From an optimization exercise on the open Yosys and OpenROAD flow, aimed at small area; shortcuts taken in it are not production practice.
At most, simulation tests tie the RTL to the original design; equivalence was not proved.
Function not checked in run 5: the RTL went through the layout flow alone.
Power figures rest on the tool's default switching activity, not on a simulated workload.

### design/flow/design.v
module game (
    input CLK,
    input RST,
    output LED_R0,
    output LED_R1,
    output LED_R2,
    output LED_R3,
    output LED_R4,
    output LED_R5,
    output LED_R6,
    output LED_R7,
    output LED_C0,
    output LED_C1,
    output LED_C2,
    output LED_C3,
    input BTN_1,
    input BTN_2,
    input BTN_RST
    );
    reg        RUN, VIS;
    reg [12:0] TICK;         
    reg [2:0]  BASKET;       
    reg [7:0]  EGG;          
    reg [3:0]  SH1, SH2, SHR;    
    reg        IN1, IN2, INR;    
    wire running = RUN & VIS;
    wire blank   = RUN & ~VIS;
    wire tick    = (TICK == 0);
    wire [1:0] row = TICK[11:10];
    reg [2:0] EGG_X;
    always @(*) begin
        case (EGG[7:2])
            6'd0: EGG_X = 3'd7;
            6'd1: EGG_X = 3'd4;
            6'd2: EGG_X = 3'd6;
            6'd3: EGG_X = 3'd5;
            6'd4: EGG_X = 3'd7;
            6'd5: EGG_X = 3'd0;
            6'd6: EGG_X = 3'd4;
            6'd7: EGG_X = 3'd2;
            6'd8: EGG_X = 3'd7;
            6'd9: EGG_X = 3'd4;
            6'd10: EGG_X = 3'd2;
            6'd11: EGG_X = 3'd3;
            6'd12: EGG_X = 3'd6;
            6'd13: EGG_X = 3'd5;
            6'd14: EGG_X = 3'd3;
            6'd15: EGG_X = 3'd2;
            6'd16: EGG_X = 3'd3;
            6'd17: EGG_X = 3'd2;
            6'd18: EGG_X = 3'd7;
            6'd19: EGG_X = 3'd4;
            6'd20: EGG_X = 3'd6;
            6'd21: EGG_X = 3'd5;
            6'd22: EGG_X = 3'd3;
            6'd23: EGG_X = 3'd6;
            6'd24: EGG_X = 3'd1;
            6'd25: EGG_X = 3'd1;
            6'd26: EGG_X = 3'd5;
            6'd27: EGG_X = 3'd3;
            6'd28: EGG_X = 3'd6;
            6'd29: EGG_X = 3'd5;
            6'd30: EGG_X = 3'd3;
            6'd31: EGG_X = 3'd6;
            6'd32: EGG_X = 3'd1;
            6'd33: EGG_X = 3'd1;
            6'd34: EGG_X = 3'd1;
            6'd35: EGG_X = 3'd1;
            6'd36: EGG_X = 3'd1;
            6'd37: EGG_X = 3'd5;
            6'd38: EGG_X = 3'd7;
            6'd39: EGG_X = 3'd4;
            6'd40: EGG_X = 3'd6;
            6'd41: EGG_X = 3'd1;
            6'd42: EGG_X = 3'd1;
            6'd43: EGG_X = 3'd5;
            6'd44: EGG_X = 3'd3;
            6'd45: EGG_X = 3'd6;
            6'd46: EGG_X = 3'd1;
            6'd47: EGG_X = 3'd1;
            6'd48: EGG_X = 3'd5;
            6'd49: EGG_X = 3'd7;
            6'd50: EGG_X = 3'd4;
            6'd51: EGG_X = 3'd6;
            6'd52: EGG_X = 3'd5;
            6'd53: EGG_X = 3'd3;
            6'd54: EGG_X = 3'd6;
            6'd55: EGG_X = 3'd5;
            6'd56: EGG_X = 3'd3;
            6'd57: EGG_X = 3'd6;
            6'd58: EGG_X = 3'd1;
            6'd59: EGG_X = 3'd5;
            6'd60: EGG_X = 3'd7;
            6'd61: EGG_X = 3'd0;
            6'd62: EGG_X = 3'd4;
            6'd63: EGG_X = 3'd2;
        endcase
    end
    wire press1 = ~SH1[3] & SH1[2];      
    wire press2 = ~SH2[3] & SH2[2];      
    wire start  = ~SHR[3] & SHR[2] & ~RUN;
    wire caught = (EGG_X == BASKET) | (EGG_X == BASKET + 3'd1);
    wire lost   = running & tick & (EGG[1:0] == 2'd3) & ~caught;
    always @(posedge CLK) begin
        IN1 <= ~BTN_1;
        IN2 <= ~BTN_2;
        INR <= ~BTN_RST;
        if (RST) begin
            RUN <= 1'b1;
            VIS <= 1'b0;
            TICK <= 13'h1FFF;
            SH1[2:0] <= 3'd0;
            SH2[2:0] <= 3'd0;
            SHR[2:0] <= 3'd0;
        end else begin
            TICK <= TICK + 13'd1;
            RUN <= (running & ~lost) | start;
            VIS <= running | start;
            if (running) begin
                SH1 <= {SH1[2:0], IN1};
                SH2 <= {SH2[2:0], IN2};
            end
            if (~RUN)
                SHR <= {SHR[2:0], INR};
        end
        if (start) begin
            BASKET <= 3'd3;
            EGG <= 8'd0;
        end else if (running) begin
            if (press2 & (BASKET != 3'd6))
                BASKET <= BASKET + 3'd1;
            else if (press1 & (BASKET != 3'd0))
                BASKET <= BASKET - 3'd1;
            if (tick)
                EGG <= EGG + 8'd1;
        end
    end
    wire       egg_on  = running & (EGG[1:0] != 2'd0) & (row == EGG[1:0] - 2'd1);
    wire       bask_on = VIS & (row == 2'd3);
    wire [7:0] egg_row  = 8'd1 << EGG_X;
    wire [7:0] bask_row = 8'd3 << BASKET;
    wire [7:0] LED_R = ~(({8{egg_on}} & egg_row) | ({8{bask_on}} & bask_row));
    wire [3:0] LED_C = blank ? 4'hF : ~(4'd1 << row);
    assign {LED_R7, LED_R6, LED_R5, LED_R4, LED_R3, LED_R2, LED_R1, LED_R0} = LED_R;
    assign {LED_C0, LED_C1, LED_C2, LED_C3} = LED_C;
endmodule
### design/flow/run.sh
#!/bin/bash
# synth_recipe.tcl (not shown) runs the flow's synth.tcl, then flattens the netlist and writes it again
# the make line also repeats each setting of config.mk as NAME=value (left out here)
make -C /OpenROAD-flow-scripts/flow DESIGN_CONFIG=/design/flow/config.mk WORK_HOME=/design/flow/orfs CLKGATE_MAP_FILE= SYNTH_SCRIPT=/design/flow/synth_recipe.tcl finish
### design/flow/config.mk
export PLATFORM = sky130hd
export DESIGN_NAME = game
export DESIGN_NICKNAME = game
export VERILOG_FILES = /design/flow/design.v
export SDC_FILE = /design/flow/constraint.sdc
export NUM_CORES = 4
export LEC_CHECK = 0
export CAP_MARGIN = 20
export CORE_MARGIN = 2
export CORE_UTILIZATION = 40
export SLEW_MARGIN = 20
### design/flow/constraint.sdc
create_clock -name core_clock -period 10.0 [get_ports {CLK}]
set_input_delay 2.0000 -clock core_clock [delete_from_list [all_inputs] [get_ports {CLK}]]
set_output_delay 2.0000 -clock core_clock [all_outputs]
set_load 0.01 [all_outputs]
==> impl_metrics.ini, run 1 <==
[timing]
grt_setup_unrepaired = false
setup_viol = 0
final_max_slew_viol_count = 0
min_period_ns = 4.50
finalHoldViolations = 0
skew_ns = 0.00876
timing.final.ws_setup_ns = 5.50
slew_headroom_pct = 47.7
worst-slew-pin-transition_ns = 0.782
fmax_mhz = 222
fin_crit_sh_pct = 45.0
timing.setup.tns_ns = 0

[clock_network]
clockBufferDepth = 2
clk_pin_slew_ns = 0.08
hold_buffers = 0
cts-htree-levels = 2
cts_resized = 0
cts-root-buf = clkbuf_8
post_cts_buffers = 0
cts_buffers = 5
clock-sinks = 44
clk_latency_ns = 0.29
cts_tree = done

[logic_synthesis]
syn_area_per_cell_sq_um = 8.79
syn_area_sq_um = 2660
yosysWarnings = 1
async_reset_ff_share_pct = 0
synth.largest_area_cell = dfxtp_1
synth_cell_types = 57
ys.flop_type = dfxtp_1
netlist_instances = 303
syn-num-nets = 323
synthTopCellsByArea = dfxtp_1 31%, ha_1 7.0%, xnor2_1 3.9%
ys_seq_elements = 44
synth-edff-count = 3
synth_top_area_share_pct = 30.8
ys_seq_area_share_pct = 34.2

[pwr]
p_per_area_nw_per_um2 = 143
totalPowerFinal_mw = 0.426
leakage_nw = 1.21
ir_drop_uv = 113

[route]
post-route-drc-count = 0
drt_iter0_drc = 147
post_drt_wl_per_cell_microns = 13.1
viasPerCell = 5.33
wirelength_mm = 5.16
antenna_left = 0
first_pass_iters = 4
vias = 2093

[layout]
layoutNonFillerInstCount = 393
antenna_cells = 0
postLayoutCellArea_sq_um = 2970
drive_gt1_share_pct = 8.23
nets = 335
area_growth_pct = 11.6
fillers = 607

[grt]
grt_max_degree = 26
grt_overflow = 0
grt_pass1_wl_mm = 8.96
antenna_found_initial = 0
grt_usage_pct = 14.7
grt_pass1_vias = 1952

[floorplanning]
die_h_microns = 85.6
num_rows = 29
die_area_sq_um = 7330
ios = 17
die_w_microns = 85.6
core_sq_um = 6390
initial_core_util_pct = 41.7

[worst_setup_path]
critPathArrivalTime_ns = 2.50
cp.required_ns = 8.00
regToRegSetupSlack_ns = 6.89
crit_fanout = 5
cp-start-kind = flip-flop
critPathKind = reg -> out
r2r_start = TICK[0]$_SDFF_PP1_
endpoint_kind = output port
r2r_cells = 11
reg2reg_to = EGG_X[2]$_DFF_P_

[hold_path]
hold_end = TICK[0]$_SDFF_PP1_
hold_start = TICK[0]$_SDFF_PP1_
hold_depth = 1
hold_path_class = reg -> reg

[run]
cap_viol_max_count = 0

[place]
io_buffers = 16
gp_congestion = 0.802
dpl.cell_count = 385
dpl_worst_slack_ns = 5.82
dp_hpwl_mm = 3.79
place_area_sq_um = 2860

[status]
status = finished clean
sequential cells by signal, indices dropped and copies added (netlist names), named ones only:
| register | count |
|---|---|
| IN1 | 1 |
| INR | 1 |
| RUN | 1 |
| SH1 | 4 |
| IN2 | 1 |
| TICK | 13 |
| BASKET | 3 |
| EGG_X | 3 |
| SH2 | 4 |
| SHR | 4 |
| EGG | 8 |
layer usage:
metal  vias to the layer above  part of all wire [%]  global-route usage [%]
met5                         -                     0                       0
met4                         0                  0.45                    3.75
met3                         4                   3.7                    2.41
met2                        50                    46                    24.0
met1                       939                    50                    20.2
li1                       1100                     -                       -
power breakdown:
| group | switching [mW] | internal, mW | total [mW] |
|---|---|---|---|
| sequential | 0.0279 | 0.193 | 0.221 |
| clock | 0.0568 | 0.0741 | 0.131 |
| combinational | 0.0359 | 0.0384 | 0.0743 |
cell usage after synthesis, drive strengths merged, types with 4 or more instances:
library cell	count
dfxtp	41
o21ai	10
nor2	23
and2	4
clkbuf	6
a32oi	5
xor2	8
xnor2	12
mux2i	10
buf	6
nor3	6
nand4	4
nand2b	9
a211oi	4
nand2	26
a21oi	14
inv	19
o211ai	4
and3	7
ha	15
a31oi	5
nand3	14
mux2	4
metrics by stage:
stage	util, %	hold slack, ns
after global placement	44.8	0.419
after CTS	46.5	0.445
after global routing	46.5	0.458
after floorplan	-	0.401
after detailed placement	44.8	0.425
final	46.5	0.439
critical path: stages, from the launching register on:
cell             delay (ns)
dfxtp_1                0.43
inv_1                  0.10
ha_1                   0.33
xnor2_1                0.13
nor4_1                 0.28
nor2b_1                0.32
a32oi_1                0.14
clkdlybuf4s50_1        0.49
logic make-up after synthesis:
group           count (synthesis)  synth area share, %
simple gates                  113                 24.4
compound gates                 63                 16.1
flops                          44                 34.2
buf+inv                        34                 5.97
xor+xnor                       20                 6.58
fa+ha+maj                      15                 7.05
mux                            14                 5.73
placed cells by master, fill, tap and decap left out, types with 3 or more instances in the layout:
| cell type | netlist | final |
|---|---|---|
| a21oi_1 | 14 | 14 |
| and3_1 | 7 | 7 |
| nor2_1 | 23 | 23 |
| nand3_1 | 14 | 14 |
| nand2b_1 | 9 | 9 |
| inv_1 | 19 | 19 |
| o211ai_1 | 4 | 4 |
| nand2_1 | 26 | 26 |
| a32oi_1 | 5 | 5 |
| and2_1 | 4 | 4 |
| or3b_2 | 3 | 3 |
| o21ai_0 | 10 | 10 |
| nor2b_1 | 3 | 3 |
| a22oi_1 | 3 | 3 |
| o21bai_1 | 3 | 3 |
| clkbuf_8 | 0 | 5 |
| clkdlybuf4s50_1 | 0 | 16 |
| dfxtp_1 | 41 | 41 |
| a211oi_1 | 4 | 4 |
| mux2_2 | 3 | 3 |
| xor2_1 | 8 | 8 |
| a31oi_1 | 5 | 5 |
| nor3_1 | 6 | 6 |
| nand4_1 | 3 | 3 |
| edfxtp_1 | 3 | 3 |
| xnor2_1 | 12 | 12 |
| mux2i_1 | 8 | 8 |
| ha_1 | 15 | 15 |
area by class of cell:
class	instances	area [sq um]	area share (%)
multi-input combinational	225	1590	53.6
clock buffer	6	72.6	2.44
timing repair buffer	17	168	5.64
sequential	44	911	30.7
clock inverter	2	35.0	1.18
inverter	22	95.1	3.20
tap	77	96.3	3.24
worst max path at each step:
stage,from,end,slack (ns)
finish,EGG[0]$_SDFFE_PP0N_,LED_R3,5.50
global route,EGG[0]$_SDFFE_PP0N_,LED_R1,5.22
CTS,EGG[0]$_SDFFE_PP0N_,LED_R3,5.48
detailed placement,EGG[0]$_SDFFE_PP0N_,LED_R1,5.82
global placement,RUN$_SDFF_PP1_,LED_R3,5.85
floorplan,EGG[0]$_SDFFE_PP0N_,LED_R0,6.51
==> inputs of run 2 (changes only) <==
==> design/flow/flow/run.sh (new file) <==
#!/bin/bash
# Standard ORFS layout, except that the combinational logic of the standard
# synthesis netlist is re-mapped by ABC for area before floorplanning.
set -euo pipefail
W=$PWD
R=$W/orfs/results/$FLOW_PLATFORM/game/base
LIB=$FLOW_HOME/platforms/$FLOW_PLATFORM/lib/sky130_fd_sc_hd__tt_025C_1v80.lib

# 1. standard synthesis (netlist only)
bash standard.sh $R/1_2_yosys.v > $W/1_standard_synth.log 2>&1
cp $R/1_2_yosys.v $W/standard_1_2_yosys.v

# 2. area re-mapping of the combinational logic; same don't-use cells as ORFS
DONT_USE=$(grep -o -- '-dont_use [A-Za-z0-9_]*' $W/orfs/logs/$FLOW_PLATFORM/game/base/1_2_yosys.log | sort -u | tr '\n' ' ')
REOPT_LIB=$LIB REOPT_IN=$W/standard_1_2_yosys.v REOPT_OUT=$W/reopt.v \
REOPT_SCRIPT=$W/flow/area.abc REOPT_DONT_USE="$DONT_USE" \
  yosys -c $W/flow/reopt.tcl > $W/2_reopt.log 2>&1
cp $W/reopt.v $R/1_2_yosys.v

# 3. the rest of the standard flow
bash standard.sh > $W/3_standard_layout.log 2>&1
==> design/flow/flow/area.abc (new file) <==
strash
dch -f
amap
topo
==> design/flow/flow/reopt.tcl (new file) <==
# Re-map the combinational logic of the standard synthesis netlist for area.
# Registers (and their instance names and cell types) are left untouched.
set lib $::env(REOPT_LIB)
yosys read_liberty -ignore_miss_func $lib
yosys read_verilog $::env(REOPT_IN)
yosys hierarchy -top $::env(FLOW_TOP)
yosys setattr -mod -set keep_hierarchy 1 sky130_fd_sc_hd__*df*
yosys setattr -mod -set keep_hierarchy 1 sky130_fd_sc_hd__conb*
yosys flatten
yosys setattr -mod -set blackbox 1 sky130_fd_sc_hd__*
yosys opt_clean
yosys abc -liberty $lib {*}$::env(REOPT_DONT_USE) -script $::env(REOPT_SCRIPT)
yosys opt_clean -purge
yosys rename -hide w:*.*
yosys opt_clean -purge
yosys stat -liberty $lib
yosys write_verilog -noattr -noexpr -nohex -nodec -selected $::env(REOPT_OUT)
==> design/flow/standard.sh (new file) <==
#!/bin/bash
# synth_recipe.tcl (not shown) runs the flow's synth.tcl, then flattens the netlist and writes it again
# the make line also repeats each setting of config.mk as NAME=value (left out here)
make -C /OpenROAD-flow-scripts/flow DESIGN_CONFIG=/design/flow/config.mk WORK_HOME=/design/flow/orfs CLKGATE_MAP_FILE= SYNTH_SCRIPT=/design/flow/synth_recipe.tcl "${@:-finish}"
removed: design/flow/run.sh
==> run 2 against run 1 <==
Against the previous run:
- still clean
- hold slack worse by 0.011 ns
- clock skew is 0.0024 ns higher
- critical path depth increased by 4
- worst setup slack lost 0.75 ns
- non-clock buffer count stayed put
- core utilization is 2.1 points higher
- via count is 2.6% lower
- sequential share of layout area increased by 6.0 points
- largest cell class unchanged
==> impl_metrics.ini, run 2 <==
[status]
status = finished clean

[pwr]
leakage_nw = 0.847
totalPowerFinal_mw = 0.397
ir_drop_uv = 67.6
p_per_area_nw_per_um2 = 160

[grt]
grt_pass1_vias = 1852
grt_max_degree = 20
antenna_found_initial = 0
grt_pass1_wl_mm = 8.05
grt_overflow = 0
grt_usage_pct = 16.7

[hold_path]
hold_start = TICK[0]$_SDFF_PP1_
hold_end = TICK[0]$_SDFF_PP1_
hold_path_class = reg -> reg
hold_depth = 1

[worst_setup_path]
cp-start-kind = flip-flop
r2r_cells = 17
critPathKind = reg -> out
reg2reg_to = EGG_X[0]$_DFF_P_
r2r_start = RUN$_SDFF_PP1_
endpoint_kind = output port
critPathArrivalTime_ns = 3.25
cp.required_ns = 8.00
regToRegSetupSlack_ns = 5.53
crit_fanout = 9

[clock_network]
cts_tree = done
cts-htree-levels = 2
clk_pin_slew_ns = 0.09
cts-root-buf = clkbuf_8
hold_buffers = 0
clockBufferDepth = 2
clk_latency_ns = 0.30
clock-sinks = 44
cts_resized = 0
cts_buffers = 5
post_cts_buffers = 0

[layout]
nets = 313
top_register = TICK
fillers = 526
largest_register_ffs = 13
fin_util_pct = 48.6
seq_area_sq_um = 911
reg.largest.list = TICK: 13 flops, EGG: 8 flops
final_common_cell = nor2_1
final_cell_mix = 63 x nor2_1, 46 x clkinv_1, 41 x dfxtp_1
postLayoutCellArea_sq_um = 2480
layoutNonFillerInstCount = 379
multi_input_area_sq_um = 1030
area_growth_pct = 17.5
drive_gt1_share_pct = 2.91
antenna_cells = 0

[route]
first_pass_iters = 4
post-route-drc-count = 0
antenna_left = 0
post_drt_wl_per_cell_microns = 12.5
wirelength_mm = 4.72
drt_iter0_drc = 96
viasPerCell = 5.38
vias = 2038

[timing]
final_max_slew_viol_count = 0
skew_ns = 0.0112
setup_viol = 0
timing.setup.tns_ns = 0
slew_headroom_pct = 48.0
finalHoldViolations = 0
timing.final.ws_setup_ns = 4.75
fmax_mhz = 190
hold_ws_ns = 0.428
fin_crit_sh_pct = 52.5
grt_setup_unrepaired = false
worst-slew-pin-transition_ns = 0.775
min_period_ns = 5.25

[floorplanning]
initial_core_util_pct = 41.4
die_area_sq_um = 5880
num_rows = 26
core_sq_um = 5110
die_w_microns = 76.7
ios = 17
die_h_microns = 76.7

[place]
gp_congestion = 0.867
dp_hpwl_mm = 3.56
dpl_worst_slack_ns = 5.10
place_area_sq_um = 2370
dpl.cell_count = 371
io_buffers = 16

[run]
cap_viol_max_count = 0

[logic_synthesis]
syn-num-nets = 289
syn_area_sq_um = 2110
syn_area_per_cell_sq_um = 7.44
netlist_instances = 284
yosysWarnings = 1
==> run 2: how the worst max path moves through the flow <==
| stage | endpoint | cells past startpoint | startpoint |
|---|---|---|---|
| floorplan | LED_R1 | 10 | RUN$_SDFF_PP1_ |
| global placement | LED_R1 | 11 | RUN$_SDFF_PP1_ |
| detailed placement | LED_R1 | 11 | RUN$_SDFF_PP1_ |
| CTS | LED_R1 | 11 | RUN$_SDFF_PP1_ |
| global route | LED_R1 | 11 | RUN$_SDFF_PP1_ |
| finish | LED_R1 | 11 | RUN$_SDFF_PP1_ |
==> run 2: area by class of cell <==
| class | instances | area share [%] |
|---|---|---|
| clock buffers | 5 | 2.77 |
| repair buffers | 17 | 6.75 |
| flip-flops and latches | 44 | 36.7 |
| multi-input cells | 194 | 41.5 |
| inverters | 46 | 6.95 |
| well taps | 70 | 3.53 |
| clock inverters | 3 | 1.86 |
==> run 2: report_power, final <==
part | leakage, nW | total (mW) | switching [mW] | internal, mW
registers | 0.364 | 0.205 | 0.0136 | 0.191
clock network | 0.0548 | 0.139 | 0.0633 | 0.0753
logic | 0.428 | 0.0536 | 0.0316 | 0.0220
==> run 2: critical path, stage by stage (launching register included) <==
cell and delay, ns:
dfxtp_1 0.41, clkinv_1 0.18, nor2_1 0.47, o221ai_1 0.22
a21oi_1 0.14, o21ai_0 0.14, nor2_1 0.20, clkinv_1 0.11
nor2_1 0.12, a21oi_1 0.08, or4_1 0.39, clkdlybuf4s50_1 0.49
==> run 2: layer usage <==
| layer | GRT usage [%] | vias to the layer above | share of wire, % |
|---|---|---|---|
| li1 | - | 1066 | - |
| met1 | 21.7 | 911 | 49 |
| met2 | 27.1 | 55 | 45 |
| met3 | 2.47 | 6 | 4.1 |
| met4 | 7.82 | 0 | 1.6 |
| met5 | 0 | - | 0 |
==> inputs of run 3 (changes only) <==
==> design/flow/flow/run.sh (replaced) <==
#!/bin/bash
# Standard ORFS layout, except that:
#  - the combinational logic of the standard synthesis netlist is re-mapped by
#    ABC for area (several scripts, the smallest result is kept); registers are
#    left as the standard synthesis made them;
#  - ports are buffered with the smallest buffer;
#  - clock tree synthesis uses no dummy loads.
set -euo pipefail
W=$PWD
R=$W/orfs/results/$FLOW_PLATFORM/game/base
LIB=$FLOW_HOME/platforms/$FLOW_PLATFORM/lib/sky130_fd_sc_hd__tt_025C_1v80.lib

# 1. standard synthesis (netlist only)
bash standard.sh $R/1_2_yosys.v > $W/1_standard_synth.log 2>&1
cp $R/1_2_yosys.v $W/standard_1_2_yosys.v

# 2. area re-mapping of the combinational logic; same don't-use cells as ORFS
DONT_USE=$(grep -o -- '-dont_use [A-Za-z0-9_]*' $W/orfs/logs/$FLOW_PLATFORM/game/base/1_2_yosys.log | sort -u | tr '\n' ' ')
best=""; best_area=""
for s in $W/flow/abc*.abc; do
  n=$(basename $s .abc)
  REOPT_LIB=$LIB REOPT_IN=$W/standard_1_2_yosys.v REOPT_OUT=$W/reopt_$n.v \
  REOPT_SCRIPT=$s REOPT_DONT_USE="$DONT_USE" FLOW_TOP=$FLOW_TOP \
    yosys -c $W/flow/reopt.tcl > $W/2_reopt_$n.log 2>&1 || continue
  a=$(grep "Chip area" $W/2_reopt_$n.log | tail -1 | awk '{print $NF}')
  echo "$n $a" >> $W/2_reopt_areas.txt
  if [[ -z "$best" ]] || awk "BEGIN{exit !($a < $best_area)}"; then best=$n; best_area=$a; fi
done
echo "best $best $best_area" >> $W/2_reopt_areas.txt
cp $W/reopt_$best.v $R/1_2_yosys.v

# 3. the rest of the standard flow
export BUFFER_PORTS_ARGS="-buffer_cell sky130_fd_sc_hd__buf_1"
export CTS_ARGS="-sink_clustering_enable -repair_clock_nets -dont_use_dummy_load -buf_list sky130_fd_sc_hd__clkbuf_16 -root_buf sky130_fd_sc_hd__clkbuf_16 -sink_clustering_size 50 -sink_clustering_max_diameter 200"
bash standard.sh > $W/3_standard_layout.log 2>&1
==> design/flow/flow/abc1.abc (new file) <==
strash
dch -f
amap
==> design/flow/flow/abc2.abc (new file) <==
strash
dc2
dch -f
amap
==> design/flow/flow/abc3.abc (new file) <==
strash
dc2
dch -f
amap
strash
dc2
dch -f
amap
==> design/flow/flow/abc4.abc (new file) <==
strash
balance
rewrite
refactor
balance
rewrite
rewrite -z
balance
refactor -z
rewrite -z
balance
dch -f
amap
==> design/flow/flow/abc5.abc (new file) <==
strash
dc2
dch
amap
removed: design/flow/flow/area.abc
==> run 3 against run 2 <==
Against the previous run:
- die area decreased by 3.0%
- sequential power about the same
- synthesized cell count down 3.5%
- clock skew grew 0.0028 ns
- clock-buffer cell count unchanged
- synthesized area down 3.1%
- register-to-register slack gained 0.84 ns
- first-iteration DRC count increased by 44%
- hold slack worse by 0.0041 ns
- highest routed layer unchanged
==> impl_metrics.ini, run 3 <==
[layout]
largest_register_ffs = 13
top_register = TICK
drive_gt1_share_pct = 1.69
postLayoutCellArea_sq_um = 2320
nets = 302
fillers = 532
reg.largest.list = TICK: 13 flops, EGG: 8 flops
antenna_cells = 0
final_cell_mix = 61 x nor2_1, 42 x clkinv_1, 41 x dfxtp_1
final_common_cell = nor2_1
seq_area_sq_um = 911
area_growth_pct = 13.3
multi_input_area_sq_um = 978

[route]
drt_iter0_drc = 138
post_drt_wl_per_cell_microns = 12.3
first_pass_iters = 4
post-route-drc-count = 0
viasPerCell = 5.31
vias = 1938
antenna_left = 0
wirelength_mm = 4.48

[place]
gp_congestion = 0.868
place_area_sq_um = 2190
dp_hpwl_mm = 3.40
io_buffers = 16
dpl_worst_slack_ns = 6.20

[clock_network]
cts_buffers = 5
clockBufferDepth = 2
cts-root-buf = clkbuf_16
hold_buffers = 0
cts_resized = 0
cts_tree = done
post_cts_buffers = 0
clock-sinks = 44
clk_pin_slew_ns = 0.06
cts-htree-levels = 2
clk_latency_ns = 0.29

[floorplanning]
initial_core_util_pct = 40.9
num_rows = 26
die_h_microns = 75.5
die_area_sq_um = 5710
core_sq_um = 5010
die_w_microns = 75.5
ios = 17

[grt]
grt_pass1_vias = 1725
grt_pass1_wl_mm = 7.54
grt_max_degree = 18
grt_usage_pct = 17.2
grt_overflow = 0
antenna_found_initial = 0

[worst_setup_path]
critPathArrivalTime_ns = 2.08
cp-start-kind = flip-flop
r2r_cells = 16
endpoint_kind = output port
crit_fanout = 10
critPathKind = reg -> out
cp.required_ns = 8.00

[timing]
grt_setup_unrepaired = false
setup_viol = 0
timing.setup.tns_ns = 0
fin_crit_sh_pct = 40.8
timing.final.ws_setup_ns = 5.92
fmax_mhz = 245
worst-slew-pin-transition_ns = 0.655
final_max_slew_viol_count = 0
min_period_ns = 4.08
skew_ns = 0.0140
finalHoldViolations = 0
slew_headroom_pct = 56.0

[logic_synthesis]
yosysWarnings = 1
syn_area_sq_um = 2050
syn_area_per_cell_sq_um = 7.47
netlist_instances = 274
syn-num-nets = 279

[run]
cap_viol_max_count = 0

[pwr]
p_per_area_nw_per_um2 = 180
ir_drop_uv = 83.9
leakage_nw = 0.815

[status]
status = finished clean

[hold_path]
hold_depth = 1
hold_path_class = reg -> reg
[run 3: path summary, 6_finish.rpt]
check / startpoint / end / slack [ns]
setup reg to reg: TICK[11]$_SDFF_PP1_ / EGG_X[0]$_DFF_P_ / 6.37
hold reg to reg: TICK[0]$_SDFF_PP1_ / TICK[0]$_SDFF_PP1_ / 0.42
hold / removal: TICK[0]$_SDFF_PP1_ / TICK[0]$_SDFF_PP1_ / 0.42
setup / recovery: RUN$_SDFF_PP1_ / LED_R7 / 5.92
[run 3: area by class of cell]
| class | count | share of cell area (%) |
|---|---|---|
| Sequential cell | 44 | 39.3 |
| Multi-Input combinational cell | 188 | 42.2 |
| Inverter | 42 | 6.80 |
| Tap cell | 70 | 3.78 |
| Clock buffer | 5 | 5.39 |
| Timing Repair Buffer | 16 | 2.59 |
[run 3: power by group]
part	total [mW]	internal (mW)	switching, mW
registers	0.207	0.192	0.0146
logic	0.0624	0.0235	0.0389
clock network	0.149	0.0882	0.0604
total	0.418	0.304	0.114
[run 3: through the flow]
stage / hold slack, ns / instances / util, % / total power, mW
detailed placement: 0.409 / 360 / 43.8 / 0.272
global route: 0.433 / 365 / 46.3 / 0.441
floorplan: 0.385 / 274 / - / 0.255
finish: 0.424 / 365 / 46.3 / 0.418
CTS: 0.421 / 365 / 46.3 / 0.419
global placement: 0.398 / 360 / 43.8 / 0.273
[run 3: worst max-delay path, stage by stage (launching register included)]
cell,delay [ns]
dfxtp_1,0.43
nand2_1,0.26
nor2_1,0.17
o221ai_1,0.15
nor2_1,0.24
clkinv_1,0.13
o32a_1,0.29
buf_1,0.13
[run 3: routing by layer]
layer | track usage [%] | wire, microns
met5 | 0 | 0
met4 | 7.21 | 89
met3 | 3.97 | 187
met2 | 28.4 | 2090
met1 | 21.6 | 2110
==> inputs of run 4 (changes only) <==
--- a/design/flow/flow/run.sh
+++ b/design/flow/flow/run.sh
@@ -32,4 +32,4 @@
 # 3. the rest of the standard flow
 export BUFFER_PORTS_ARGS="-buffer_cell sky130_fd_sc_hd__buf_1"
-export CTS_ARGS="-sink_clustering_enable -repair_clock_nets -dont_use_dummy_load -buf_list sky130_fd_sc_hd__clkbuf_16 -root_buf sky130_fd_sc_hd__clkbuf_16 -sink_clustering_size 50 -sink_clustering_max_diameter 200"
+export CTS_ARGS="-sink_clustering_enable -repair_clock_nets -dont_use_dummy_load"
 bash standard.sh > $W/3_standard_layout.log 2>&1
==> run 4 against run 3 <==
Against the previous run:
- power down 12%
- final cell count unchanged
- die area unchanged
- largest cell class unchanged
==> impl_metrics.ini, run 4 <==
[status]
status = finished clean

[clock_network]
hold_buffers = 0
clk_pin_slew_ns = 0.09
cts_buffers = 5
clk_latency_ns = 0.30
cts_resized = 0
cts_tree = done
clockBufferDepth = 2
cts-root-buf = clkbuf_8
clock-sinks = 44
post_cts_buffers = 0
cts-htree-levels = 2

[grt]
grt_usage_pct = 17.1
grt.met1_usage_pct = 21.6
grt_pass1_vias = 1713
grt_overflow = 0
use_met2_pct = 28.1
gr-usage-met3_pct = 3.97
grt_pass1_wl_mm = 7.50
antenna_found_initial = 0
grt_max_degree = 18
top_usage_layer = met2

[timing]
timing.final.ws_setup_ns = 5.88
finalHoldViolations = 0
final_max_slew_viol_count = 0
fin_crit_sh_pct = 41.2
grt_setup_unrepaired = false
hold_ws_ns = 0.427
skew_ns = 0.0249
worst-slew-pin-transition_ns = 0.654
min_period_ns = 4.12
fmax_mhz = 243
setup_viol = 0
slew_headroom_pct = 56.0
timing.setup.tns_ns = 0

[hold_path]
hold_path_class = reg -> reg
hold_depth = 1
hold_end = TICK[0]$_SDFF_PP1_
hold_start = TICK[0]$_SDFF_PP1_

[run]
cap_viol_max_count = 0

[layout]
top_register = TICK
postLayoutCellArea_sq_um = 2260
largest_register_ffs = 13
area_growth_pct = 10.6
antenna_cells = 0
final_common_cell = nor2_1
fin_util_pct = 45.2
drive_gt1_share_pct = 1.69
reg.largest.list = TICK: 13 flops, EGG: 8 flops
nets = 302
final_cell_mix = 61 x nor2_1, 42 x clkinv_1, 41 x dfxtp_1
layoutNonFillerInstCount = 365
fillers = 540

[worst_setup_path]
crit_path_start = RUN$_SDFF_PP1_
cp-start-kind = flip-flop
endpoint_kind = output port
regToRegSetupSlack_ns = 6.33
r2r_cells = 16
critPathArrivalTime_ns = 2.12
r2r_start = TICK[11]$_SDFF_PP1_
reg2reg_to = EGG_X[0]$_DFF_P_
cp.required_ns = 8.00
crit_fanout = 10
critPathKind = reg -> out

[pwr]
totalPowerFinal_mw = 0.369
ir_drop_uv = 72.3
leakage_nw = 0.789
p_per_area_nw_per_um2 = 163

[floorplanning]
num_rows = 26
die_area_sq_um = 5710
die_h_microns = 75.5
die_w_microns = 75.5
core_sq_um = 5010
ios = 17
initial_core_util_pct = 40.9

[place]
place_area_sq_um = 2190
dp_hpwl_mm = 3.40
io_buffers = 16
dpl.cell_count = 360
dpl_worst_slack_ns = 6.20
gp_congestion = 0.868

[logic_synthesis]
syn_area_sq_um = 2050
syn-num-nets = 279
syn_area_per_cell_sq_um = 7.47
netlist_instances = 274
yosysWarnings = 1

[route]
first_pass_iters = 4
wirelength_mm = 4.45
drt_iter0_drc = 126
antenna_left = 0
viasPerCell = 5.29
post-route-drc-count = 0
post_drt_wl_per_cell_microns = 12.2
vias = 1931
-- run 4: changes by cell type in the layout (fill, tap and decap cells not counted) --
cell / before / now
clkbuf_16: 5 / 0
clkbuf_8: 0 / 5
-- run 4: power by group --
part           switching [mW]  total [mW]  leakage [nW]  internal (mW)
Combinational          0.0387      0.0621         0.388         0.0235
Clock                  0.0547      0.0998        0.0359         0.0451
Sequential             0.0148       0.207         0.366          0.192
-- run 4: critical path, stage by stage (launching register included) --
cell      delay (ns)
dfxtp_1         0.44
nand2_1         0.26
nor2_1          0.18
o221ai_1        0.15
nor2_1          0.24
clkinv_1        0.13
o32a_1          0.29
buf_1           0.13
-- run 4: worst max path at each step --
| stage | slack [ns] | cells past startpoint | end |
|---|---|---|---|
| final | 5.88 | 7 | LED_R7 |
| after global routing | 5.70 | 7 | LED_R6 |
| after CTS | 5.85 | 7 | LED_R7 |
| after detailed placement | 6.20 | 7 | LED_R7 |
| after global placement | 6.23 | 7 | LED_R7 |
| after floorplan | 6.57 | 8 | LED_R6 |
-- run 4: metal layers --
layer | part of all wire [%] | up-vias | wire length (microns)
li1 | - | 1015 | -
met1 | 48 | 860 | 2120
met2 | 47 | 46 | 2070
met3 | 4.0 | 10 | 179
met4 | 1.8 | 0 | 80
met5 | 0 | - | 0
-- run 4: area by class of cell --
class | instances | area, sq um | area share, %
multi-input cells | 188 | 978 | 43.2
flip-flops and latches | 44 | 911 | 40.2
inverters | 42 | 158 | 6.97
well taps | 70 | 87.6 | 3.87
clock buffers | 5 | 68.8 | 3.04
repair buffers | 16 | 60.1 | 2.65
==> inputs of run 5 (changes only) <==
==> design/flow/design.v (replaced) <==
module game (
    input CLK,
    input RST,
    output LED_R0,
    output LED_R1,
    output LED_R2,
    output LED_R3,
    output LED_R4,
    output LED_R5,
    output LED_R6,
    output LED_R7,
    output LED_C0,
    output LED_C1,
    output LED_C2,
    output LED_C3,
    input BTN_1,
    input BTN_2,
    input BTN_RST
    );
    reg        RUN, VIS;
    reg [2:0]  BASKET;       
    reg [3:0]  SH1, SH2, SHR;    
    reg        IN1, IN2, INR;    
    wire running = RUN & VIS;
    wire blank   = RUN & ~VIS;
    reg [2:0]  UP;
    reg [9:0]  LOW;
    wire low0    = (LOW[8:0] == 9'd0);
    wire low_end = low0 & LOW[9];
    wire tick    = low0 & ~LOW[9] & (UP == 3'd0);
    wire [1:0] row = UP[1:0];
    reg [5:0]  NUM;          
    reg [1:0]  EROW;         
    localparam [63:0] XTAB0 = 64'h1db3de7f6f656919;
    localparam [63:0] XTAB1 = 64'h936a3140d8d7dd95;
    localparam [63:0] XTAB2 = 64'h5adf29e0b4bc335f;
    wire [2:0] EGG_X = {XTAB2[NUM], XTAB1[NUM], XTAB0[NUM]};
    wire press1 = SH1[3] & ~SH1[2];      
    wire press2 = SH2[3] & ~SH2[2];      
    wire start  = SHR[3] & ~SHR[2] & ~RUN;
    wire caught = (EGG_X == BASKET) | (EGG_X == BASKET + 3'd1);
    wire lost   = running & tick & (EROW == 2'd3) & ~caught;
    always @(posedge CLK) begin
        IN1 <= BTN_1;
        IN2 <= BTN_2;
        INR <= BTN_RST;
        if (RST) begin
            RUN <= 1'b1;
            VIS <= 1'b0;
            UP <= 3'd7;
            LOW <= 10'h200;
            SH1[2:0] <= 3'h7;
            SH2[2:0] <= 3'h7;
            SHR[2:0] <= 3'h7;
        end else begin
            LOW <= {LOW[8:0], LOW[9] ^ LOW[6] ^ low0};
            UP <= UP + {2'd0, low_end};
            RUN <= (running & ~lost) | start;
            VIS <= running | start;
            if (running) begin
                SH1 <= {SH1[2:0], IN1};
                SH2 <= {SH2[2:0], IN2};
            end
            if (~RUN)
                SHR <= {SHR[2:0], INR};
        end
        if (start) begin
            BASKET <= 3'd3;
            NUM <= 6'd0;
            EROW <= 2'd0;
        end else if (running) begin
            if (press2 & (BASKET != 3'd6))
                BASKET <= BASKET + 3'd1;
            else if (press1 & (BASKET != 3'd0))
                BASKET <= BASKET - 3'd1;
            if (tick) begin
                EROW <= EROW + 2'd1;
                if (EROW == 2'd3)
                    NUM <= NUM + 6'd1;
            end
        end
    end
    wire       egg_on  = running & (EROW != 2'd0) & (row == EROW - 2'd1);
    wire       bask_on = VIS & (row == 2'd3);
    wire [7:0] egg_row  = 8'd1 << EGG_X;
    wire [7:0] bask_row = 8'd3 << BASKET;
    wire [7:0] LED_R = ~(({8{egg_on}} & egg_row) | ({8{bask_on}} & bask_row));
    wire [3:0] LED_C = blank ? 4'hF : ~(4'd1 << row);
    assign {LED_R7, LED_R6, LED_R5, LED_R4, LED_R3, LED_R2, LED_R1, LED_R0} = LED_R;
    assign {LED_C0, LED_C1, LED_C2, LED_C3} = LED_C;
endmodule
==> run 5 against run 4 <==
Against the previous run:
- final cell count decreased by 10%
- still clean on timing, DRC and antenna
- clock skew decreased by 0.013 ns
- register-to-register slack improved by 0.36 ns
- global-route usage decreased by 0.82 points
- core utilization decreased by 0.29 points
- design area decreased by 7.6%
- largest cell class unchanged
- non-clock buffer count unchanged
- maximum frequency decreased by 20%
- power decreased by 0.32%
- die area decreased by 7.0%
==> impl_metrics.ini, run 5 <==
[clock_network]
post_cts_buffers = 0
hold_buffers = 0
cts-root-buf = clkbuf_8
clk_latency_ns = 0.29
clock-sinks = 41
cts_buffers = 5
cts-htree-levels = 2
clockBufferDepth = 2
clk_pin_slew_ns = 0.07
cts_resized = 0
cts_tree = done

[layout]
drive_gt1_share_pct = 1.83
final_common_cell = nor2_1
top_register = LOW
largest_register_ffs = 10
area_growth_pct = 10.4
postLayoutCellArea_sq_um = 2090
final_cell_mix = 51 x nor2_1, 39 x clkinv_1, 38 x dfxtp_1
antenna_cells = 0
reg.largest.list = LOW: 10 flops, NUM: 6 flops
nets = 280
fillers = 470

[route]
antenna_left = 0
drt_iter0_drc = 178
vias = 1806
post-route-drc-count = 0
post_drt_wl_per_cell_microns = 12.3
viasPerCell = 5.52
first_pass_iters = 4
wirelength_mm = 4.01

[worst_setup_path]
critPathArrivalTime_ns = 3.17
regToRegSetupSlack_ns = 6.69
r2r_start = NUM[3]$_SDFFE_PP0P_
reg2reg_to = RUN$_SDFF_PP1_
cp.required_ns = 8.00
endpoint_kind = output port
critPathKind = reg -> out
cp-start-kind = flip-flop
crit_fanout = 9
slowest_delay_ns = 0.46
cp_cell_sequence = clkinv_1, nor2_1, a21oi_1, o311a_1, or4_1, o32ai_1, clkinv_1, nor3_1, a21oi_1, buf_1
slowest_stage = dfxtp_1
r2r_cells = 10

[place]
dp_hpwl_mm = 2.91
gp_congestion = 0.942
place_area_sq_um = 2020
io_buffers = 16

[pwr]
p_sw_mw = 0.118
power.share.clock_pct = 25.6
leakage_nw = 0.715
p_per_area_nw_per_um2 = 176
seq_power_share_pct = 50.8
swShare_pct = 32.1
combPwrFrac_pct = 23.6
internal-power_mw = 0.250
ir_drop_uv = 100

[logic_synthesis]
netlist_instances = 252
syn_area_sq_um = 1900
yosysWarnings = 1
syn_area_per_cell_sq_um = 7.52
syn-num-nets = 257

[grt]
grt_overflow = 0
antenna_found_initial = 0
grt_pass1_vias = 1502
grt_pass1_wl_mm = 6.82
grt_usage_pct = 16.3
grt_max_degree = 17

[timing]
worst-slew-pin-transition_ns = 0.800
setup_viol = 0
slew_headroom_pct = 46.7
finalHoldViolations = 0
skew_ns = 0.0117
fin_crit_sh_pct = 51.7
fmax_mhz = 194
grt_setup_unrepaired = false
timing.setup.tns_ns = 0
final_max_slew_viol_count = 0
min_period_ns = 5.17

[floorplanning]
core_sq_um = 4660
die_w_microns = 72.8
num_rows = 25
die_area_sq_um = 5310
die_h_microns = 72.8
ios = 17
initial_core_util_pct = 40.7

[hold_path]
hold_end = LOW[3]$_SDFF_PP0_
hold_path_class = reg -> reg
hold_depth = 2
hold_start = LOW[2]$_SDFF_PP0_

[run]
cap_viol_max_count = 0

[status]
status = finished clean
[run 5: worst max path at each step]
stage               cells after the start  slack [ns]      to           startpoint
finish                                 10        4.83  LED_R2  NUM[3]$_SDFFE_PP0P_
global route                           10        4.63  LED_R2  NUM[3]$_SDFFE_PP0P_
CTS                                    10        4.88  LED_R2  NUM[3]$_SDFFE_PP0P_
detailed placement                     10        5.20  LED_R2  NUM[3]$_SDFFE_PP0P_
global placement                       10        5.13  LED_R2  NUM[3]$_SDFFE_PP0P_
floorplan                               9        5.71  LED_R2  NUM[3]$_SDFFE_PP0P_
[run 5: worst max-delay path, delay by kind of cell (launching register included)]
| kind | cells | cell delay (ns) |
|---|---|---|
| buf+inv | 3 | 0.77 |
| compound gates | 4 | 0.79 |
| flops | 1 | 0.46 |
| simple gates | 3 | 0.87 |
[run 5: cell type report]
type | instances | area (sq um) | area share, %
tap | 54 | 67.6 | 3.23
timing repair buffer | 16 | 60.1 | 2.87
clock buffer | 5 | 68.8 | 3.29
multi-input combinational | 172 | 898 | 42.9
inverter | 39 | 146 | 7.00
sequential | 41 | 851 | 40.7
[run 5: layer usage]
layer / vias to the layer above / share of wire (%) / GRT usage (%)
li1: 939 / - / -
met5: - / 0 / 0
met3: 12 / 6.3 / 3.87
met4: 0 / 2.3 / 7.82
met2: 60 / 40 / 22.7
met1: 795 / 51 / 23.5
[run 5: through the flow]
stage | hold slack [ns] | power [mW] | util (%) | setup slack [ns] | instances
CTS | 0.415 | 0.371 | 44.9 | 4.88 | 327
floorplan | 0.397 | 0.255 | - | 5.71 | 252
global route | 0.442 | 0.391 | 44.9 | 4.63 | 327
global placement | 0.412 | 0.275 | 43.4 | 5.13 | 322
detailed placement | 0.412 | 0.275 | 43.4 | 5.20 | 322
finish | 0.415 | 0.367 | 44.9 | 4.83 | 327
[run 5: power groups by stage]
stage / combinational [mW] / sequential, mW / clock [mW]
floorplan: 0.0682 / 0.187 / 0
global placement: 0.0846 / 0.190 / 0
detailed placement: 0.0849 / 0.190 / 0
CTS: 0.0856 / 0.186 / 0.0990
global route: 0.0987 / 0.188 / 0.105
finish: 0.0867 / 0.187 / 0.0941
==> inputs of run 6 (changes only) <==
--- a/design/flow/design.v
+++ b/design/flow/design.v
@@ -39,5 +39,5 @@
     wire press2 = SH2[3] & ~SH2[2];      
     wire start  = SHR[3] & ~SHR[2] & ~RUN;
-    wire caught = (EGG_X == BASKET) | (EGG_X == BASKET + 3'd1);
+    wire caught = |((8'd1 << EGG_X) & (8'd3 << BASKET));
     wire lost   = running & tick & (EROW == 2'd3) & ~caught;
     always @(posedge CLK) begin
==> run 6 against run 5 <==
Against the previous run:
- final cell count decreased by 4.0%
- largest cell class unchanged
- design area shrank 1.6%
- wire length decreased by 3.1%
- clock-buffer cell count stayed put
- largest power group unchanged
- critical path type unchanged
- synthesized cell count fell by 4.4%
- hold slack improved by 0.017 ns
- combinational power fell by 42%
- non-clock buffer count stayed put
- sequential power is 2% lower
==> impl_metrics.ini, run 6 <==
[status]
status = finished clean

[clock_network]
cts_tree = done
clockBufferDepth = 2
clock-sinks = 41
clk_pin_slew_ns = 0.06
cts_resized = 0
post_cts_buffers = 0
cts-root-buf = clkbuf_8
clk_latency_ns = 0.28
cts_buffers = 5
cts-htree-levels = 2
hold_buffers = 0

[route]
vias = 1716
wirelength_mm = 3.89
drt_iter0_drc = 75
first_pass_iters = 4
post_drt_wl_per_cell_microns = 12.4
post-route-drc-count = 0
viasPerCell = 5.46
antenna_left = 0

[timing]
worst-slew-pin-transition_ns = 0.649
timing.setup.tns_ns = 0
slew_headroom_pct = 56.7
fmax_mhz = 209
skew_ns = 0.0153
finalHoldViolations = 0
min_period_ns = 4.78
grt_setup_unrepaired = false
hold_ws_ns = 0.432
setup_viol = 0
final_max_slew_viol_count = 0
fin_crit_sh_pct = 47.8
timing.final.ws_setup_ns = 5.22

[pwr]
leakage_nw = 0.679
ir_drop_uv = 82.1
totalPowerFinal_mw = 0.326
p_per_area_nw_per_um2 = 158

[worst_setup_path]
critPathArrivalTime_ns = 2.78
r2r_start = NUM[2]$_SDFFE_PP0P_
endpoint_kind = output port
crit_fanout = 8
critPathKind = reg -> out
cp.required_ns = 8.00
cp-start-kind = flip-flop
r2r_cells = 11
crit_path_start = NUM[2]$_SDFFE_PP0P_
regToRegSetupSlack_ns = 7.05
critPathCapture = LED_R0
reg2reg_to = RUN$_SDFF_PP1_

[layout]
reg.largest.list = LOW: 10 flops, NUM: 6 flops
antenna_cells = 0
seq_area_sq_um = 851
top_register = LOW
final_common_cell = nor2_1
fillers = 459
final_cell_mix = 49 x nor2_1, 38 x dfxtp_1, 36 x clkinv_1
multi_input_area_sq_um = 878
nets = 269
postLayoutCellArea_sq_um = 2060
largest_register_ffs = 10
area_growth_pct = 10.4
drive_gt1_share_pct = 1.91

[hold_path]
hold_path_class = reg -> reg
hold_depth = 2

[place]
dpl_worst_slack_ns = 5.54
io_buffers = 16
dp_hpwl_mm = 2.97
gp_congestion = 0.875
place_area_sq_um = 1990

[grt]
grt.met1_usage_pct = 22.3
grt_pass1_vias = 1523
antenna_found_initial = 0
grt_overflow = 0
top_usage_layer = met2
grt_pass1_wl_mm = 6.73
grt_usage_pct = 16.3
grt_max_degree = 17
gr-usage-met3_pct = 4.31
use_met2_pct = 25.2

[floorplanning]
num_rows = 24
die_w_microns = 72.3
core_sq_um = 4410
initial_core_util_pct = 42.2
die_area_sq_um = 5220
ios = 17
die_h_microns = 72.3

[logic_synthesis]
syn_area_per_cell_sq_um = 7.74
yosysWarnings = 1
netlist_instances = 241
syn-num-nets = 246
syn_area_sq_um = 1860

[run]
cap_viol_max_count = 0
## run 6: critical path: stages, from the launching register on
cell and delay, ns:
dfxtp_1 0.46, clkinv_1 0.27, o21ai_0 0.41, o211ai_1 0.14, and4_1 0.22, a31oi_1 0.26, clkinv_1 0.23, o32a_1 0.38
buf_1 0.13
## run 6: how the worst min path moves through the flow
| stage | startpoint | endpoint | slack, ns |
|---|---|---|---|
| final | LOW[7]$_SDFF_PP0_ | LOW[8]$_SDFF_PP0_ | 0.43 |
| after global routing | LOW[7]$_SDFF_PP0_ | LOW[8]$_SDFF_PP0_ | 0.45 |
| after CTS | LOW[7]$_SDFF_PP0_ | LOW[8]$_SDFF_PP0_ | 0.44 |
| after detailed placement | LOW[7]$_SDFF_PP0_ | LOW[8]$_SDFF_PP0_ | 0.43 |
| after global placement | SHR[2]$_SDFFE_PP1N_ | SHR[3]$_DFFE_PP_ | 0.42 |
| after floorplan | LOW[7]$_SDFF_PP0_ | LOW[8]$_SDFF_PP0_ | 0.40 |
## run 6: routing by layer
layer	up-vias	part of all wire [%]
li1	907	-
met1	756	51
met2	47	43
met3	6	4.7
met4	0	1.2
met5	-	0
## run 6: metrics by stage
step,util [%],cells
6_report,46.6,314
5_1_grt,46.6,314
2_1_floorplan,-,241
4_1_cts,46.6,314
3_3_place_gp,45.1,309
3_5_place_dp,45.1,309
## run 6: final cells by class
| cell class | instances | area share (%) |
|---|---|---|
| clock buffer | 5 | 3.34 |
| inverter | 36 | 6.57 |
| multi-input combinational | 164 | 42.7 |
| sequential | 41 | 41.3 |
| tap | 52 | 3.16 |
| timing repair buffer | 16 | 2.92 |
## run 6: power by group
group	switching [mW]	internal [mW]
Clock	0.0477	0.0449
Combinational	0.0326	0.0178
Sequential	0.00884	0.174
==> inputs of run 7 (changes only) <==
==> design/flow/flow/abc01.abc (new file) <==
strash
dch -f
amap
==> design/flow/flow/abc02.abc (new file) <==
strash
dch
amap
==> design/flow/flow/abc03.abc (new file) <==
strash
dch -f
map -a
==> design/flow/flow/abc04.abc (new file) <==
strash
amap
==> design/flow/flow/abc05.abc (new file) <==
strash
dc2
dch -f
amap
==> design/flow/flow/abc06.abc (new file) <==
strash
dc2
dch
amap
==> design/flow/flow/abc07.abc (new file) <==
strash
dc2
dch -f
map -a
==> design/flow/flow/abc08.abc (new file) <==
strash
dc2
amap
==> design/flow/flow/abc09.abc (new file) <==
strash
dc2
dc2
dch -f
amap
==> design/flow/flow/abc10.abc (new file) <==
strash
dc2
dc2
dch
amap
==> design/flow/flow/abc11.abc (new file) <==
strash
dc2
dc2
dch -f
map -a
==> design/flow/flow/abc12.abc (new file) <==
strash
dc2
dc2
amap
==> design/flow/flow/abc13.abc (new file) <==
strash
balance
rewrite
refactor
balance
rewrite
rewrite -z
balance
refactor -z
rewrite -z
balance
dch -f
amap
==> design/flow/flow/abc14.abc (new file) <==
strash
balance
rewrite
refactor
balance
rewrite
rewrite -z
balance
refactor -z
rewrite -z
balance
dch
amap
==> design/flow/flow/abc15.abc (new file) <==
strash
balance
rewrite
refactor
balance
rewrite
rewrite -z
balance
refactor -z
rewrite -z
balance
dch -f
map -a
==> design/flow/flow/abc16.abc (new file) <==
strash
balance
rewrite
refactor
balance
rewrite
rewrite -z
balance
refactor -z
rewrite -z
balance
amap
==> design/flow/flow/abc17.abc (new file) <==
strash
balance
rewrite
refactor
balance
rewrite
rewrite -z
balance
refactor -z
rewrite -z
balance
dc2
dch -f
amap
==> design/flow/flow/abc18.abc (new file) <==
strash
balance
rewrite
refactor
balance
rewrite
rewrite -z
balance
refactor -z
rewrite -z
balance
dc2
dch
amap
==> design/flow/flow/abc19.abc (new file) <==
strash
balance
rewrite
refactor
balance
rewrite
rewrite -z
balance
refactor -z
rewrite -z
balance
dc2
dch -f
map -a
==> design/flow/flow/abc20.abc (new file) <==
strash
balance
rewrite
refactor
balance
rewrite
rewrite -z
balance
refactor -z
rewrite -z
balance
dc2
amap
==> design/flow/flow/abc21.abc (new file) <==
strash
&get -n
&syn2
&put
dch -f
amap
==> design/flow/flow/abc22.abc (new file) <==
strash
&get -n
&syn2
&put
dch
amap
==> design/flow/flow/abc23.abc (new file) <==
strash
&get -n
&syn2
&put
dch -f
map -a
==> design/flow/flow/abc24.abc (new file) <==
strash
&get -n
&syn2
&put
amap
removed: design/flow/flow/abc1.abc
removed: design/flow/flow/abc2.abc
removed: design/flow/flow/abc3.abc
removed: design/flow/flow/abc4.abc
removed: design/flow/flow/abc5.abc
==> run 7 against run 6 <==
Against the previous run:
- clock power is 1% higher
- clock-buffer cell count stayed put
- sequential power barely moved
- synthesized cell count increased by 0.41%
- critical path type unchanged
- highest routed layer unchanged
- sequential cell count stayed put
- worst setup slack worse by 0.12 ns
- still clean on timing, DRC and antenna
- hold slack gained 0.0025 ns
- clock skew is 0.0043 ns higher
- wire length down 2.5%
- largest power group unchanged
- power fell by 4.7%
- final cell count increased by 0.32%
- design area up 0.18%
==> impl_metrics.ini, run 7 <==
[hold_path]
hold_depth = 2
hold_start = LOW[7]$_SDFF_PP0_
hold_path_class = reg -> reg
hold_end = LOW[8]$_SDFF_PP0_

[route]
vias = 1719
antenna_left = 0
wirelength_mm = 3.79
first_pass_iters = 4
viasPerCell = 5.46
post-route-drc-count = 0
post_drt_wl_per_cell_microns = 12.0
drt_iter0_drc = 129

[timing]
final_max_slew_viol_count = 0
finalHoldViolations = 0
min_period_ns = 4.90
fmax_mhz = 204
hold_ws_ns = 0.434
slew_headroom_pct = 32.4
setup_viol = 0
worst-slew-pin-transition_ns = 1.00
fin_crit_sh_pct = 49.0
grt_setup_unrepaired = false
timing.setup.tns_ns = 0
skew_ns = 0.0196

[worst_setup_path]
slowest_stage = or4_1
r2r_start = NUM[0]$_SDFFE_PP0P_
critPathKind = reg -> out
crit_fanout = 9
cp.required_ns = 8.00
crit_top_cell = nor2_1
cp_cell_sequence = clkinv_1, nor2_1, nor2_1, nor2_1, nor4_1, or4_1, o41ai_1, nor2_1, clkinv_1, nor2_1, nor3_1, buf_1
critPathArrivalTime_ns = 2.90
reg2reg_to = RUN$_SDFF_PP1_
cp-start-kind = flip-flop
slowest_delay_ns = 0.50
regToRegSetupSlack_ns = 7.04
cp_num_buf_inv = 3
endpoint_kind = output port
crit_family = simple AND/OR/NAND/NOR gates
r2r_cells = 12

[logic_synthesis]
syn-num-nets = 247
syn_area_per_cell_sq_um = 7.72
netlist_instances = 242
yosysWarnings = 1
syn_area_sq_um = 1870

[clock_network]
cts_resized = 0
clock-sinks = 41
hold_buffers = 0
clk_latency_ns = 0.29
cts_tree = done
clockBufferDepth = 2
cts-root-buf = clkbuf_8
post_cts_buffers = 0
clk_pin_slew_ns = 0.08
cts-htree-levels = 2
cts_buffers = 5

[layout]
largest_register_ffs = 10
area_growth_pct = 10.4
multi_input_area_sq_um = 897
drive_gt1_share_pct = 1.90
seq_area_sq_um = 851
final_common_cell = nor2_1
fillers = 453
final_cell_mix = 53 x nor2_1, 38 x dfxtp_1, 32 x clkinv_1
antenna_cells = 0
nets = 270
reg.largest.list = LOW: 10 flops, NUM: 6 flops
top_register = LOW

[floorplanning]
initial_core_util_pct = 42.3
die_h_microns = 72.3
die_area_sq_um = 5230
core_sq_um = 4410
num_rows = 24
die_w_microns = 72.3
ios = 17

[grt]
grt_pass1_vias = 1526
grt_usage_pct = 16.3
grt_max_degree = 17
grt_pass1_wl_mm = 6.77
grt_overflow = 0
antenna_found_initial = 0

[pwr]
ir_drop_uv = 99.5
p_per_area_nw_per_um2 = 150
totalPowerFinal_mw = 0.310
leakage_nw = 0.694

[place]
io_buffers = 16
gp_congestion = 0.959
dp_hpwl_mm = 2.79

[run]
cap_viol_max_count = 0

[status]
status = finished clean
[run 7: routing by layer]
metal / share of wire [%] / routed length [microns] / global-route usage, %
met1: 53 / 1990 / 23.1
met2: 39 / 1480 / 23.4
met3: 7.0 / 267 / 5.00
met4: 1.3 / 50 / 5.66
met5: 0 / 0 / 0
[run 7: tightest hold or removal path: cells and delay by family, from the launching register on]
family	cells	cell delay, ns
buf+inv	1	0.05
simple gates	1	0.04
flops	1	0.31
[run 7: through the flow]
stage	std cells	cell area, sq um	util [%]	worst slack (ns)
after floorplan	242	1870	-	5.75
after global placement	310	1990	45.2	5.55
after detailed placement	310	1990	45.2	5.43
after CTS	315	2060	46.7	5.13
after global routing	315	2060	46.7	4.83
final	315	2060	46.7	5.10
[run 7: layout make-up]
type	count	share of cell area, %
repair buffers	16	2.91
multi-input cells	169	43.5
clock buffers	5	3.34
inverters	32	5.83
well taps	52	3.16
flip-flops and latches	41	41.3
[run 7: worst max path at each step]
| stage | endpoint | startpoint | cells after the start |
|---|---|---|---|
| floorplan | LED_R4 | NUM[0]$_SDFFE_PP0P_ | 11 |
| global placement | LED_R4 | NUM[0]$_SDFFE_PP0P_ | 12 |
| detailed placement | LED_R4 | NUM[0]$_SDFFE_PP0P_ | 12 |
| CTS | LED_R4 | NUM[0]$_SDFFE_PP0P_ | 12 |
| global route | LED_R4 | NUM[0]$_SDFFE_PP0P_ | 9 |
| finish | LED_R4 | NUM[0]$_SDFFE_PP0P_ | 12 |
[run 7: power breakdown]
part	total, mW	leakage [nW]	switching (mW)	internal [mW]
combinational	0.0362	0.324	0.0238	0.0125
sequential	0.180	0.334	0.00759	0.173
clock	0.0939	0.0359	0.0490	0.0449
==> inputs of run 8 (changes only) <==
--- a/design/flow/flow/run.sh
+++ b/design/flow/flow/run.sh
@@ -32,4 +32,4 @@
 # 3. the rest of the standard flow
 export BUFFER_PORTS_ARGS="-buffer_cell sky130_fd_sc_hd__buf_1"
-export CTS_ARGS="-sink_clustering_enable -repair_clock_nets -dont_use_dummy_load"
+export CTS_ARGS="-repair_clock_nets -dont_use_dummy_load -buf_list sky130_fd_sc_hd__clkbuf_8 -root_buf sky130_fd_sc_hd__clkbuf_8"
 bash standard.sh > $W/3_standard_layout.log 2>&1
==> run 8 against run 7 <==
Against the previous run:
- sequential cell count unchanged
- synthesized area unchanged
- power unchanged
- via count unchanged
- still clean
- final cell count unchanged
- design area unchanged
- clock skew unchanged
- global-route usage unchanged
- largest power group unchanged
- wire length unchanged
- clock-buffer cell count unchanged
- clock power about the same
- maximum frequency unchanged
==> impl_metrics.ini, run 8 <==
[status]
status = finished clean

[clock_network]
clockBufferDepth = 2
cts-root-buf = clkbuf_8
clock-sinks = 41
hold_buffers = 0
post_cts_buffers = 0
cts_tree = done
cts_buffers = 5
clk_latency_ns = 0.29
cts_resized = 0
cts-htree-levels = 2
clk_pin_slew_ns = 0.08

[timing]
setup_viol = 0
min_period_ns = 4.90
fmax_mhz = 204
final_max_slew_viol_count = 0
slew_headroom_pct = 32.4
fin_crit_sh_pct = 49.0
timing.final.ws_setup_ns = 5.10
hold_ws_ns = 0.434
grt_setup_unrepaired = false
timing.setup.tns_ns = 0
finalHoldViolations = 0
skew_ns = 0.0196
worst-slew-pin-transition_ns = 1.00

[floorplanning]
num_rows = 24
core_sq_um = 4410
die_w_microns = 72.3
initial_core_util_pct = 42.3
die_h_microns = 72.3
die_area_sq_um = 5230
ios = 17

[pwr]
combPwrFrac_pct = 11.7
p_per_area_nw_per_um2 = 150
internal-power_mw = 0.230
leakage_nw = 0.694
swShare_pct = 25.9
power.share.clock_pct = 30.3
ir_drop_uv = 99.5
p_sw_mw = 0.0803
seq_power_share_pct = 58.1

[grt]
grt_max_degree = 17
antenna_found_initial = 0
grt_pass1_wl_mm = 6.77
grt_usage_pct = 16.3
grt_overflow = 0
grt_pass1_vias = 1526

[layout]
reg.largest.list = LOW: 10 flops, NUM: 6 flops
antenna_cells = 0
drive_gt1_share_pct = 1.90
area_growth_pct = 10.4
postLayoutCellArea_sq_um = 2060
final_common_cell = nor2_1
top_register = LOW
final_cell_mix = 53 x nor2_1, 38 x dfxtp_1, 32 x clkinv_1
seq_area_sq_um = 851
multi_input_area_sq_um = 897
nets = 270
largest_register_ffs = 10
fin_util_pct = 46.7
fillers = 453

[route]
post-route-drc-count = 0
antenna_left = 0
viasPerCell = 5.46
vias = 1719
first_pass_iters = 4
drt_iter0_drc = 129
wirelength_mm = 3.79
post_drt_wl_per_cell_microns = 12.0

[worst_setup_path]
crit_family = simple AND/OR/NAND/NOR gates
critPathKind = reg -> out
cp_num_buf_inv = 3
slowest_delay_ns = 0.50
endpoint_kind = output port
regToRegSetupSlack_ns = 7.04
cp_cell_sequence = clkinv_1, nor2_1, nor2_1, nor2_1, nor4_1, or4_1, o41ai_1, nor2_1, clkinv_1, nor2_1, nor3_1, buf_1
critPathArrivalTime_ns = 2.90
cp.required_ns = 8.00
cp-start-kind = flip-flop
crit_fanout = 9
slowest_stage = or4_1
crit_top_cell = nor2_1

[place]
gp_congestion = 0.959
dp_hpwl_mm = 2.79
place_area_sq_um = 1990
dpl_worst_slack_ns = 5.43
io_buffers = 16

[logic_synthesis]
netlist_instances = 242
syn-num-nets = 247
syn_area_sq_um = 1870
syn_area_per_cell_sq_um = 7.72
yosysWarnings = 1

[run]
cap_viol_max_count = 0

[hold_path]
hold_path_class = reg -> reg
[run 8: path summary, 6_finish.rpt]
path | start | endpoint | cells past startpoint
worst max register to register | NUM[0]$_SDFFE_PP0P_ | RUN$_SDFF_PP1_ | 12
worst min register to register | LOW[7]$_SDFF_PP0_ | LOW[8]$_SDFF_PP0_ | 2
worst max-delay path | NUM[0]$_SDFFE_PP0P_ | LED_R4 | 12
worst min-delay path | LOW[7]$_SDFF_PP0_ | LOW[8]$_SDFF_PP0_ | 2
[run 8: layout make-up]
type	instances	area share, %
multi-input cells	169	43.5
flip-flops and latches	41	41.3
inverters	32	5.83
clock buffers	5	3.34
well taps	52	3.16
repair buffers	16	2.91
[run 8: layer usage]
metal | track usage, % | vias to the layer above | wire [microns]
met1 | 23.1 | 743 | 1990
met4 | 5.66 | 0 | 50
met2 | 23.4 | 67 | 1480
met3 | 5.00 | 6 | 267
li1 | - | 903 | -
met5 | 0 | - | 0
[run 8: metrics by stage]
stage	std cells	total power, mW
after global placement	310	0.219
final	315	0.310
after global routing	315	0.327
after detailed placement	310	0.219
after floorplan	242	0.210
after CTS	315	0.313
[run 8: worst min-delay path: stages, from the launching register on]
cell and delay, ns:
dfxtp_1 0.31, clkinv_1 0.05, nor2_1 0.04
[run 8: power by group through the flow]
stage	combinational [mW]	clock (mW)	sequential, mW
3_5_place_dp	0.0356	0	0.184
4_1_cts	0.0359	0.0971	0.180
3_3_place_gp	0.0359	0	0.184
5_1_grt	0.0423	0.104	0.181
2_1_floorplan	0.0278	0	0.182
6_report	0.0362	0.0939	0.180

[what the ideal ports hide]
How much do the figures lean on ideal ports? The routed layouts below were timed once more, with nothing changed but the port constraints.
Step 1 sets driving cells, clkbuf_16 on the clock port and buf_2 on the other inputs (assumed; they add their load-dependent delay and slew).
Step 2 times the ports against the registers' clock, not the clock port: input delays grow and output delays shrink by t, the midpoint of the rising clock arrivals with the driver on.
a / b / c = ideal ports / drivers / drivers and shift; a / b = the first two.
run | t (ns) | slack for setup (ns) | hold slack, ns | slew at the worst register clock pin (ns) | worst slew at a driven data input, ns
run 1 | 0.308 | 5.496 / 5.472 / 5.781 | 0.439 / 0.439 / 0.439 | 0.08 / 0.08 | 0.03
run 2 | 0.323 | 4.747 / 4.720 / 5.043 | 0.428 / 0.428 / 0.428 | 0.09 / 0.09 | 0.03
run 3 | 0.311 | 5.916 / 5.885 / 6.196 | 0.424 / 0.424 / 0.424 | 0.06 / 0.06 | 0.03
run 4 | 0.319 | 5.878 / 5.852 / 6.171 | 0.427 / 0.427 / 0.427 | 0.09 / 0.09 | 0.03
run 5 | 0.308 | 4.833 / 4.810 / 5.118 | 0.415 / 0.415 / 0.415 | 0.07 / 0.07 | 0.03
run 6 | 0.303 | 5.219 / 5.193 / 5.496 | 0.432 / 0.432 / 0.432 | 0.08 / 0.08 | 0.03
run 7 | 0.309 | 5.103 / 5.078 / 5.387 | 0.434 / 0.434 / 0.434 | 0.08 / 0.08 | 0.03
run 8 | 0.309 | 5.103 / 5.078 / 5.387 | 0.434 / 0.434 / 0.434 | 0.08 / 0.08 | 0.03
After both steps every run listed still meets setup and hold.
